Context: an optimization exercise on an open-source flow, tuned for small area. The choices shown serve that exercise and are no tape-out recipe. Function was checked by simulation only, so behaviour that the tests miss may differ from the original. The clock input has no modelled driver; a real chip could not lean on it and would need a root buffer or a full tree. No activity file was given, so power comes from the tool's default toggle rates.

Design Player_Block_T, start of the top module:
module Player_Block_T (
    input  logic        clk,
    input  logic        resetN,
    input  logic [10:0] pixelX,
    input  logic [10:0] pixelY,
    input  logic        startOfFrame,
    input  logic        up_key,
    input  logic        down_key,
    input  logic        left_key,
    input  logic        right_key,
    input  logic        column_collision,
    input  logic [1:0]  speed_level,
    input  logic        mode_sel,
    input  logic        game_on,
    input  logic        player_hit,
    input  logic        turbo_pulse,
    output logic [10:0] player_topLeftX,
    output logic [10:0] player_topLeftY,
    output logic        playerDR,
    output logic [7:0]  playerRGB,
    output logic        player_invulnerable
);
Size: roughly 650 cells after synthesis, roughly 68 I/O pins.
==> flow/config.mk <==
export PLATFORM = sky130hd
export DESIGN_NAME = Player_Block_T
export DESIGN_NICKNAME = Player_Block_T
export VERILOG_FILES = /design/flow/design.v
export SDC_FILE = /design/flow/constraint.sdc
export NUM_CORES = 8
export LEC_CHECK = 0
export CAP_MARGIN = 20
export CORE_MARGIN = 2
export CORE_UTILIZATION = 40
export SLEW_MARGIN = 20
==> flow/constraint.sdc <==
create_clock -name core_clock -period 10.0 [get_ports {clk}]
set_input_delay 2.0000 -clock core_clock [delete_from_list [all_inputs] [get_ports {clk}]]
set_output_delay 2.0000 -clock core_clock [all_outputs]
set_load 0.01 [all_outputs]
standard.sh (not shown) runs the stock make flow with config.mk's settings and CLKGATE_MAP_FILE= SYNTH_SCRIPT=/design/flow/synth_recipe.tcl, a recipe that flattens the netlist after the stock synthesis.
==> flow/flow/run.sh <==
#!/bin/bash
# Layout flow: the standard synthesis; then an area-oriented re-mapping of the
# combinational logic only (every register instance is kept as synthesis made it);
# then the standard layout steps, with single-strength port buffers and a
# lighter clock tree. Each tool's output goes to a log_*.log file here.
set -euo pipefail
HERE=$(pwd)
R=$HERE/orfs/results/sky130hd/Player_Block_T/base
LIB=$FLOW_HOME/platforms/sky130hd/lib/sky130_fd_sc_hd__tt_025C_1v80.lib

# 1. standard synthesis, unchanged
bash standard.sh synth > log_1_standard_synth.log 2>&1
cp "$R/1_2_yosys.v" "$HERE/standard_1_2_yosys.v"

# 2. re-map the combinational logic for area (registers are black boxes here)
DU=$(grep -o 'cell *( *"\{0,1\}sky130_fd_sc_hd__\(lpflow\|probe\|fill\)[a-z0-9_]*' "$LIB" \
     | sed 's/.*sky130/sky130/' | sort -u | sed 's/^/-dont_use /' | tr '\n' ' ')
sed -e "s|@LIB@|$LIB|g" -e "s|@DU@|$DU|" -e "s|@IN@|$HERE/standard_1_2_yosys.v|" \
    -e "s|@OUT@|$HERE/remapped_1_2_yosys.v|" -e "s|@ABC@|$HERE/flow/remap.abc|" \
    flow/remap.ys > remap_run.ys
yosys -s remap_run.ys > log_2_remap_yosys.log 2>&1
cp "$HERE/remapped_1_2_yosys.v" "$R/1_2_yosys.v"
touch "$R/1_2_yosys.v"

# 3. the rest of the standard layout
export BUFFER_PORTS_ARGS="-buffer_cell sky130_fd_sc_hd__buf_1"
export CTS_ARGS="-sink_clustering_enable -sink_clustering_size 30 -sink_clustering_max_diameter 300 -repair_clock_nets -buf_list sky130_fd_sc_hd__clkbuf_8 -dont_use_dummy_load"
bash standard.sh > log_3_standard_layout.log 2>&1
==> flow/flow/remap.abc <==
strash
&get -n
&deepsyn -T 120
&put
dch -f
amap
topo
dnsize
==> flow/flow/remap.ys <==
# Re-map the combinational cells of the standard synthesis netlist for area.
# Register cells (and tie cells) stay black boxes, so they keep names and types.
read_liberty -ignore_miss_func @LIB@
blackbox sky130_fd_sc_hd__df* sky130_fd_sc_hd__edf* sky130_fd_sc_hd__sdf* sky130_fd_sc_hd__dl* sky130_fd_sc_hd__conb_1
read_verilog @IN@
hierarchy -top Player_Block_T
flatten
opt_clean
stat
abc -liberty @LIB@ @DU@ -script @ABC@
opt_clean -purge
hilomap -singleton -hicell sky130_fd_sc_hd__conb_1 HI -locell sky130_fd_sc_hd__conb_1 LO
splitnets
opt_clean -purge
stat -liberty @LIB@

write_verilog -noattr -noexpr -nohex -nodec @OUT@
# sanity check of the written netlist with the cells as black boxes
design -reset
read_liberty -lib @LIB@
read_verilog @OUT@
hierarchy -top Player_Block_T
check -assert
Edit:
--- a/flow/flow/run.sh
+++ b/flow/flow/run.sh
@@ -26,3 +26,3 @@
 export BUFFER_PORTS_ARGS="-buffer_cell sky130_fd_sc_hd__buf_1"
-export CTS_ARGS="-sink_clustering_enable -sink_clustering_size 30 -sink_clustering_max_diameter 300 -repair_clock_nets -buf_list sky130_fd_sc_hd__clkbuf_8 -dont_use_dummy_load"
+export CTS_ARGS="-sink_clustering_enable -repair_clock_nets -buf_list sky130_fd_sc_hd__clkbuf_4 -dont_use_dummy_load"
 bash standard.sh > log_3_standard_layout.log 2>&1
==> flow/flow/remap.abc (replaced) <==
strash
&get -n
&deepsyn -T 120
&put
dch -f
map -a
topo
dnsize
Effect:
- The new run ran to the end with no violations
- wire length climbs by a few percent
- global-route usage goes down by 0.74 points
- via count goes up by a few percent
- worst setup slack improves by 0.016 ns
- final area rose slightly
- register-to-register slack gains 0.40 ns
- die area rose by a few percent
- core utilization shrinks by 1.4 points


Another version of the RTL of Player_Block_T (not shown whole).
Size: about 590 cells after synthesis, roughly 68 I/O pins, roughly 4000 µm² of cells after synthesis.
clock: 10.0 ns
lec_check: 0
abc_area: 1
cap_margin: 20
core_margin: 2
core_utilization: 65
place_density: 0.75
slew_margin: 20
==> flow/flow/run.sh <==
#!/bin/bash
# Layout flow: the standard synthesis; then an area-oriented re-mapping of the
# combinational logic only (every register instance is kept as synthesis made it);
# then the standard layout steps, with single-strength port buffers and a
# lighter clock tree (flow/cts_hook.tcl). Each tool's output goes to a log_*.log file here.
set -euo pipefail
HERE=$(pwd)
R=$HERE/orfs/results/sky130hd/Player_Block_T/base

# 1. standard synthesis, unchanged
bash standard.sh synth > log_1_standard_synth.log 2>&1
cp "$R/1_2_yosys.v" "$HERE/standard_1_2_yosys.v"

# 2. re-map the combinational logic for area (registers are black boxes here);
#    16 runs with different optimisation seeds from the netlist as it is, 16 from it
#    after one ABC dc2 pass and 16 after an ABC resyn2-style pass, each also mapped
#    with other amap settings; the smallest netlist is kept
bash flow/remap.sh "$HERE/standard_1_2_yosys.v" "$HERE/remapped_a.v" "$HERE/remap_a" 16 "-J 1000" \
    > log_2_remap_a.log 2>&1
bash flow/remap.sh "$HERE/standard_1_2_yosys.v" "$HERE/remapped_b.v" "$HERE/remap_b" 16 "-J 1000" "dc2" \
    > log_2_remap_b.log 2>&1
bash flow/remap.sh "$HERE/standard_1_2_yosys.v" "$HERE/remapped_c.v" "$HERE/remap_c" 16 "-J 1000" \
    "balance; rewrite; refactor; balance; rewrite; rewrite -z; balance; refactor -z; rewrite -z; balance" \
    > log_2_remap_c.log 2>&1
best=""; best_area=""
for v in a b c; do
  a=$(sed -n 's/^keeping run .* (area \(.*\))$/\1/p' log_2_remap_$v.log)
  echo "$v: $a" >> log_2_remap.log
  if [[ -z "$best" ]] || (( $(echo "$a < $best_area" | bc -l) )); then best=$v; best_area=$a; fi
done
echo "keeping $best" >> log_2_remap.log
cp "$HERE/remapped_$best.v" "$HERE/remapped_1_2_yosys.v"
cp "$HERE/remapped_1_2_yosys.v" "$R/1_2_yosys.v"
touch "$R/1_2_yosys.v"

# 3. the rest of the standard layout
export BUFFER_PORTS_ARGS="-buffer_cell sky130_fd_sc_hd__buf_1"
export SKIP_REPAIR_TIE_FANOUT=1
export PRE_CTS_TCL="$HERE/flow/cts_hook.tcl"
export FLOW_CLK_K=4
export FLOW_CLK_MODE=bisect
export FLOW_CLK_SLEW_PS=105
bash standard.sh > log_3_standard_layout.log 2>&1
Scripts as last shown in full above: flow/flow/remap.ys
Other scripts of this flow, unchanged in this note and not shown: flow/flow/cts_hook.tcl, flow/flow/remap.abc, flow/flow/remap.sh, flow/flow/remap_map.abc
The first run finished with timing, DRC and antenna clean.
==> next run, changes <==
--- a/flow/flow/run.sh
+++ b/flow/flow/run.sh
@@ -13,21 +13,15 @@
 
 # 2. re-map the combinational logic for area (registers are black boxes here);
-#    16 runs with different optimisation seeds from the netlist as it is, 16 from it
-#    after one ABC dc2 pass and 16 after an ABC resyn2-style pass, each also mapped
-#    with other amap settings; the smallest netlist is kept
+#    16 runs with different optimisation seeds from the netlist as it is, and 16 from
+#    it after one ABC dc2 pass, each also mapped with other amap settings; the
+#    smallest netlist is kept
 bash flow/remap.sh "$HERE/standard_1_2_yosys.v" "$HERE/remapped_a.v" "$HERE/remap_a" 16 "-J 1000" \
     > log_2_remap_a.log 2>&1
 bash flow/remap.sh "$HERE/standard_1_2_yosys.v" "$HERE/remapped_b.v" "$HERE/remap_b" 16 "-J 1000" "dc2" \
     > log_2_remap_b.log 2>&1
-bash flow/remap.sh "$HERE/standard_1_2_yosys.v" "$HERE/remapped_c.v" "$HERE/remap_c" 16 "-J 1000" \
-    "balance; rewrite; refactor; balance; rewrite; rewrite -z; balance; refactor -z; rewrite -z; balance" \
-    > log_2_remap_c.log 2>&1
-best=""; best_area=""
-for v in a b c; do
-  a=$(sed -n 's/^keeping run .* (area \(.*\))$/\1/p' log_2_remap_$v.log)
-  echo "$v: $a" >> log_2_remap.log
-  if [[ -z "$best" ]] || (( $(echo "$a < $best_area" | bc -l) )); then best=$v; best_area=$a; fi
-done
-echo "keeping $best" >> log_2_remap.log
+area_a=$(sed -n 's/^keeping run .* (area \(.*\))$/\1/p' log_2_remap_a.log)
+area_b=$(sed -n 's/^keeping run .* (area \(.*\))$/\1/p' log_2_remap_b.log)
+if (( $(echo "$area_b < $area_a" | bc -l) )); then best=b; else best=a; fi
+echo "a: $area_a b: $area_b, keeping $best" > log_2_remap.log
 cp "$HERE/remapped_$best.v" "$HERE/remapped_1_2_yosys.v"
 cp "$HERE/remapped_1_2_yosys.v" "$R/1_2_yosys.v"
The new run completed with no timing, DRC or antenna violations.
Via count is unchanged.
First-iteration DRC count stays the same.
Wire length does not change.
Die area does not change.
Sequential power is about the same.
Global-route usage does not change.
Design area stays the same.
Synthesized cell count stays the same.
Worst setup slack is unchanged.
Sequential cell count does not change.
In every run of this note, the design's own scripts or RTL, not TritonCTS, make the clock network.

afterwards: timing with drivers on the ports:
How much do the figures lean on ideal ports? The routed layouts below were timed once more, with nothing changed but the port constraints. Step 1 assumes that a clkbuf_16 drives the clock port and a buf_2 every other input. Step 2 also shifts input and output timing later by t, the mid clock arrival at the registers, as if the neighbouring blocks saw the same clock. Slacks: ideal / step 1 / step 2; pairs: ideal / step 1.
run | shift t [ns] | setup WS [ns] | clock arrival spread, ns | slew at the worst register clock pin (ns)
the first run of note 1 | 0.373 | 4.461 / 4.470 / 4.097 | 0.033 / 0.033 | 0.08 / 0.08
the second run of note 1 | 0.408 | 4.477 / 4.482 / 4.074 | 0.027 / 0.027 | 0.10 / 0.10
the first run of note 2 | 0.202 | 4.246 / 4.224 / 4.224 | 0.015 / 0.014 | 0.10 / 0.10
the second run of note 2 | 0.202 | 4.246 / 4.224 / 4.224 | 0.015 / 0.014 | 0.10 / 0.10
After both steps setup and hold are still met in every run listed. The setup slack of the second run of note 1, which loses most, moves by +0.005 ns with the drivers and by -0.403 ns with both steps.
